Background: an optimization exercise with open tools, aiming at small area. Do not read the settings as production practice.
In this exercise RTL edits were held to simulation tests only and were not proved equivalent to the original.
No activity file was given, so power comes from the tool's default toggle rates.

==> flow/design.v (excerpt) <==
module RegisterFile(we, rst, clk, data_in, data_out, data_oe, addr, enable_reg);
For scale: about 2900 cells after synthesis, ~75 I/O pins, roughly 0.035 sq mm of cells after synthesis.
==> module RegisterFile, before the edit <==
module RegisterFile(we, rst, clk, data_in, data_out, data_oe, addr, enable_reg);
   input [5:0] addr;
   input we, rst, clk;
   input [31:0] data_in;
   output [31:0] data_out;
   output data_oe;
   input enable_reg;
   wire [32:0] dec;
   wire [32:0] wr;
   wire [32:0] sel;
   wire [31:0] rowq [0:32];
   wire [32:0] rowr;
   wire [31:0] rdq;
   wire        rdr;
   reg  [32:0] valid;
   genvar i, j;
   generate
      for (i = 0; i < 33; i = i + 1) begin : g_row
         assign dec[i] = (addr == i);
         assign wr[i]  = we & dec[i];
         assign sel[i] = dec[i] & valid[i];
         rf_row row (.clk(clk), .w(wr[i]), .wn(~wr[i]), .d(data_in), .q(rowq[i]), .r(rowr[i]));
      end
      for (j = 0; j < 32; j = j + 1) begin : g_rd
         wire [32:0] col;
         for (i = 0; i < 33; i = i + 1) begin : g_col
            assign col[i] = rowq[i][j];
         end
         rf_rdbit rd (.sel(sel), .q(col), .o(rdq[j]));
      end
   endgenerate
   rf_rdbit rd_ref (.sel(sel), .q(rowr), .o(rdr));
   assign data_out = rdq ^ {32{rdr}};
   always @(posedge clk or posedge rst) begin
      if (rst) valid <= 33'b0;
      else     valid <= valid | wr;
   end
   assign data_oe = ~we & enable_reg;
endmodule
==> module rf_row, before the edit <==
module rf_row (
   input  wire        clk,
   input  wire        w,
   input  wire        wn,
   input  wire [31:0] d,
   output wire [31:0] q,
   output reg         r
);
   genvar b;
   generate
      for (b = 0; b < 32; b = b + 1) begin : g_bit
         rf_bit u (.clk(clk), .w(w), .wn(wn), .d(d[b]), .q(q[b]));
      end
   endgenerate
   always @(posedge clk)
      r <= ~(r & wn);
endmodule
==> module rf_bit, before the edit <==
module rf_bit (
   input  wire clk,
   input  wire w,
   input  wire wn,
   input  wire d,
   output reg  q
);
   always @(posedge clk)
      q <= ~((q | w) & (d | wn));
endmodule
==> flow/config.mk <==
export PLATFORM = sky130hd
export DESIGN_NAME = RegisterFile
export DESIGN_NICKNAME = RegisterFile
export VERILOG_FILES = /design/flow/design.v
export SDC_FILE = /design/flow/constraint.sdc
export NUM_CORES = 4
export LEC_CHECK = 0
export CAP_MARGIN = 20
export CORE_MARGIN = 2
export CORE_UTILIZATION = 65
export CTS_BUF_LIST = sky130_fd_sc_hd__clkbuf_4 sky130_fd_sc_hd__clkbuf_8
export CTS_CLUSTER_DIAMETER = 60
export CTS_CLUSTER_SIZE = 15
export SLEW_MARGIN = 20
export SYNTH_HIERARCHICAL = 1
export SYNTH_MINIMUM_KEEP_SIZE = 0
==> flow/constraint.sdc <==
create_clock -name core_clock -period 8.0 [get_ports {clk}]
set_input_delay 1.6000 -clock core_clock [delete_from_list [all_inputs] [get_ports {clk}]]
set_output_delay 1.6000 -clock core_clock [all_outputs]
set_load 0.01 [all_outputs]
standard.sh (not shown) runs the stock make flow with config.mk's settings and CLKGATE_MAP_FILE= SYNTH_SCRIPT=/design/flow/synth_recipe.tcl, a recipe that flattens the netlist after the stock synthesis.
==> flow/flow/run.sh <==
#!/bin/bash
# The standard ORFS layout (the standard.sh, standard synthesis included), with one
# change: the buffers placed on the input and output ports are sky130_fd_sc_hd__buf_1
# instead of the cell buffer_ports picks by default (a delay buffer, clkdlybuf4s50_1).
set -euo pipefail
export BUFFER_PORTS_ARGS="-buffer_cell sky130_fd_sc_hd__buf_1"
bash standard.sh > standard_flow.log 2>&1
Change:
==> flow/design.v (replaced) <==
module RegisterFile(we, rst, clk, data_in, data_out, data_oe, addr, enable_reg);
   input [5:0] addr;
   input we, rst, clk;
   input [31:0] data_in;
   output [31:0] data_out;
   output data_oe;
   input enable_reg;
   wire [32:0] dec;
   wire [32:0] wr;
   wire [32:0] sel;
   wire [31:0] rowq [0:32];
   reg  [32:0] valid;
   genvar i, j;
   generate
      for (i = 0; i < 33; i = i + 1) begin : g_row
         assign dec[i] = (addr == i);
         assign wr[i]  = we & dec[i];
         assign sel[i] = dec[i] & valid[i];
         rf_row row (.clk(clk), .w(wr[i]), .wn(~wr[i]), .d(data_in), .q(rowq[i]));
      end
      for (j = 0; j < 32; j = j + 1) begin : g_rd
         wire [32:0] col;
         for (i = 0; i < 33; i = i + 1) begin : g_col
            assign col[i] = rowq[i][j];
         end
         rf_rdbit rd (.sel(sel), .q(col), .o(data_out[j]));
      end
   endgenerate
   always @(posedge clk or posedge rst) begin
      if (rst) valid <= 33'b0;
      else     valid <= valid | wr;
   end
   assign data_oe = ~we & enable_reg;
endmodule
module rf_row (
   input  wire        clk,
   input  wire        w,
   input  wire        wn,
   input  wire [31:0] d,
   output reg  [31:0] q
);
   always @(posedge clk)
      q <= (d & {32{w}}) | (q & {32{wn}});
endmodule
module rf_rdbit (
   input  wire [32:0] sel,
   input  wire [32:0] q,
   output wire        o
);
   wire [10:0] gn;
   genvar k;
   generate
      for (k = 0; k < 11; k = k + 1) begin : g_grp
         rf_aoi3 g (.s(sel[3*k+2:3*k]), .q(q[3*k+2:3*k]), .on(gn[k]));
      end
   endgenerate
   assign o = ~&gn;
endmodule
module rf_aoi3 (
   input  wire [2:0] s,
   input  wire [2:0] q,
   output wire       on
);
   assign on = ~|(s & q);
endmodule
=> Combinational power falls by 6.9%. Die area grows by 10%. Area after synthesis went up by 11%. Utilization shrinks by 4.1 points. Fmax increases by 5.1%. Via count went down by 1.6%. Sequential share of layout area shrinks by 3.8 points. Worst setup slack improved by 350 ps. Clock-buffer cell count does not change. Cell area climbs by 3.8%. Cell count falls by 1.6%. Sequential cell count decreases by 33. Clock skew is unchanged.

== before ==
Another version of the RTL of RegisterFile (not shown whole).
Size in the first run: roughly 2900 cells after synthesis, ~1100 flip-flops, about 75 I/O pins.
==> module RegisterFile, before the edit <==
module RegisterFile(we, rst, clk, data_in, data_out, data_oe, addr, enable_reg);
   input [5:0] addr;
   input we, rst, clk;
   input [31:0] data_in;
   output [31:0] data_out;
   output data_oe;
   input enable_reg;
   wire [32:0] wr;
   wire [32:0] wrn;
   wire [32:0] sel;
   wire [31:0] rowq [0:32];
   wire [31:0] rdq;
   wire [31:0] wd;
   reg         ph;
   wire [7:0] pa;
   wire [4:0] pb;
   wire [4:0] pbw;
   reg        live;
   always @(posedge clk or posedge rst) begin
      if (rst) live <= 1'b0;
      else     live <= 1'b1;
   end
   always @(posedge clk or posedge rst) begin
      if (rst) ph <= 1'b0;
      else     ph <= ~ph;
   end
   assign wd = data_in ^ {32{ph}};
   genvar i, j;
   generate
      for (i = 0; i < 8; i = i + 1) begin : g_pa
         assign pa[i] = (addr[2:0] == i);
      end
      for (i = 0; i < 5; i = i + 1) begin : g_pb
         assign pb[i]  = (addr[5:3] == i) & live;
         assign pbw[i] = (addr[5:3] == i) & we & ~rst;
      end
      for (i = 0; i < 33; i = i + 1) begin : g_row
         rf_ctl ctl (.clk(clk), .live(live), .a(pa[i % 8]), .b(pb[i / 8]), .bw(pbw[i / 8]),
                     .w(wr[i]), .wn(wrn[i]), .sel(sel[i]));
         rf_row row (.clk(clk), .w(wr[i]), .wn(wrn[i]), .d(wd), .q(rowq[i]));
      end
      for (j = 0; j < 32; j = j + 1) begin : g_rd
         wire [32:0] col;
         for (i = 0; i < 33; i = i + 1) begin : g_col
            assign col[i] = rowq[i][j];
         end
         rf_rdbit rd (.sel(sel), .q(col), .o(rdq[j]));
      end
   endgenerate
   wire hit = |sel;
   assign data_out = rdq ^ {32{ph & hit}};
   assign data_oe = ~we & enable_reg;
endmodule
==> module rf_row, before the edit <==
module rf_row (
   input  wire        clk,
   input  wire        w,
   input  wire        wn,
   input  wire [31:0] d,
   output wire [31:0] q
);
   genvar b;
   generate
      for (b = 0; b < 32; b = b + 1) begin : g_bit
         rf_bit u (.clk(clk), .w(w), .wn(wn), .d(d[b]), .q(q[b]));
      end
   endgenerate
endmodule
export LEC_CHECK = 0
export CAP_MARGIN = 20
export CORE_MARGIN = 2
export CORE_UTILIZATION = 72
export CTS_BUF_LIST = sky130_fd_sc_hd__clkbuf_4 sky130_fd_sc_hd__clkbuf_8
export CTS_CLUSTER_DIAMETER = 60
export CTS_CLUSTER_SIZE = 15
export SLEW_MARGIN = 20
export SYNTH_HIERARCHICAL = 1
export SYNTH_MINIMUM_KEEP_SIZE = 0
create_clock -name core_clock -period 8.0 [get_ports {clk}]
==> flow/flow/run.sh <==
#!/bin/bash
# The standard ORFS layout (the standard.sh, standard synthesis included), with two
# changes:
#  - the buffers placed on the input and output ports are sky130_fd_sc_hd__buf_1 instead of
#    the cell buffer_ports picks by default (a delay buffer, clkdlybuf4s50_1);
set -euo pipefail
export BUFFER_PORTS_ARGS="-buffer_cell sky130_fd_sc_hd__buf_1"
export CTS_ARGS="-sink_clustering_enable -repair_clock_nets -buf_list {sky130_fd_sc_hd__clkbuf_4 sky130_fd_sc_hd__clkbuf_8} -sink_clustering_size 15 -sink_clustering_max_diameter 60 -dont_use_dummy_load"
bash standard.sh > standard_flow.log 2>&1
The following lists how after was set up differently from before:
==> flow/design.v, changed modules only <==
module RegisterFile(we, rst, clk, data_in, data_out, data_oe, addr, enable_reg);
   input [5:0] addr;
   input we, rst, clk;
   input [31:0] data_in;
   output [31:0] data_out;
   output data_oe;
   input enable_reg;
   wire [32:0] wr;
   wire [32:0] wrn;
   wire [32:0] sel;
   wire [31:0] rowq [0:32];
   wire [32:0] rowr;
   wire [31:0] rdq;
   wire        rdr;
   wire [7:0] pa;
   wire [4:0] pb;
   wire [4:0] pbw;
   reg        live;
   always @(posedge clk or posedge rst) begin
      if (rst) live <= 1'b0;
      else     live <= 1'b1;
   end
   genvar i, j;
   generate
      for (i = 0; i < 8; i = i + 1) begin : g_pa
         assign pa[i] = (addr[2:0] == i);
      end
      for (i = 0; i < 5; i = i + 1) begin : g_pb
         assign pb[i]  = (addr[5:3] == i) & live;
         assign pbw[i] = (addr[5:3] == i) & we & ~rst;
      end
      for (i = 0; i < 33; i = i + 1) begin : g_row
         rf_ctl ctl (.clk(clk), .live(live), .a(pa[i % 8]), .b(pb[i / 8]), .bw(pbw[i / 8]),
                     .w(wr[i]), .wn(wrn[i]), .sel(sel[i]));
         rf_row row (.clk(clk), .w(wr[i]), .wn(wrn[i]), .d(data_in), .q(rowq[i]), .r(rowr[i]));
      end
      for (j = 0; j < 32; j = j + 1) begin : g_rd
         wire [32:0] col;
         for (i = 0; i < 33; i = i + 1) begin : g_col
            assign col[i] = rowq[i][j];
         end
         rf_rdbit rd (.sel(sel), .q(col), .o(rdq[j]));
      end
   endgenerate
   rf_rdbit rd_ref (.sel(sel), .q(rowr), .o(rdr));
   assign data_out = rdq ^ {32{rdr}};
   assign data_oe = ~we & enable_reg;
endmodule
module rf_row (
   input  wire        clk,
   input  wire        w,
   input  wire        wn,
   input  wire [31:0] d,
   output wire [31:0] q,
   output reg         r
);
   genvar b;
   generate
      for (b = 0; b < 32; b = b + 1) begin : g_bit
         rf_bit u (.clk(clk), .w(w), .wn(wn), .d(d[b]), .q(q[b]));
      end
   endgenerate
   always @(posedge clk)
      r <= ~(r & wn);
endmodule
Results
Having completed the whole flow, before delivered a layout that passed the timing, DRC and antenna checks. after: done, clean on timing, DRC and antenna. Relative to before, upper clock frequency limit decreased by 2.3% in after. Looking at before and after, the met1 wire length is a wash. Worst hold margin: after worse than before. Total of max-cap violations came out exactly the same in before and after. | final critical delay including setup and external delays | lower: before |.

==> static timing again, ports no longer ideal <==
In the flow no input, the clock included, has a driving cell. The finished layouts below were timed again as built, in two steps. Step 1, drivers: a clkbuf_16 drives clk and a buf_2 each remaining input, both assumed. Step 2 adds t to the input delays and takes it off the output delays; t is the mean of the earliest and latest rising clock arrival at the registers after step 1. Input paths then give back, and output paths get back, about the clock's delay inside the block. Slacks: ideal ports / drivers / drivers and shift; pairs: ideal ports / drivers.
| run | shift t [ns] | slack for setup (ns) | hold WS [ns] | clock arrival spread, ns | worst register clock-pin slew, ns |
|---|---|---|---|---|---|
| the first run of note 1 | 0.772 | 0.857 / 0.787 / 0.787 | 0.405 / 0.405 / 0.405 | 0.033 / 0.034 | 0.11 / 0.11 |
| the second run of note 1 | 0.778 | 1.206 / 1.177 / 1.177 | 0.457 / 0.457 / 0.457 | 0.031 / 0.031 | 0.11 / 0.11 |
| before | 0.774 | 1.342 / 1.295 / 1.295 | 0.444 / 0.444 / 0.444 | 0.040 / 0.039 | 0.10 / 0.10 |
| after | 0.774 | 1.186 / 1.104 / 1.104 | 0.400 / 0.400 / 0.400 | 0.041 / 0.041 | 0.10 / 0.10 |
After both steps setup and hold are still met in every run listed. The setup slack of after, which loses most, moves by -0.082 ns with the drivers and by -0.082 ns with both steps.
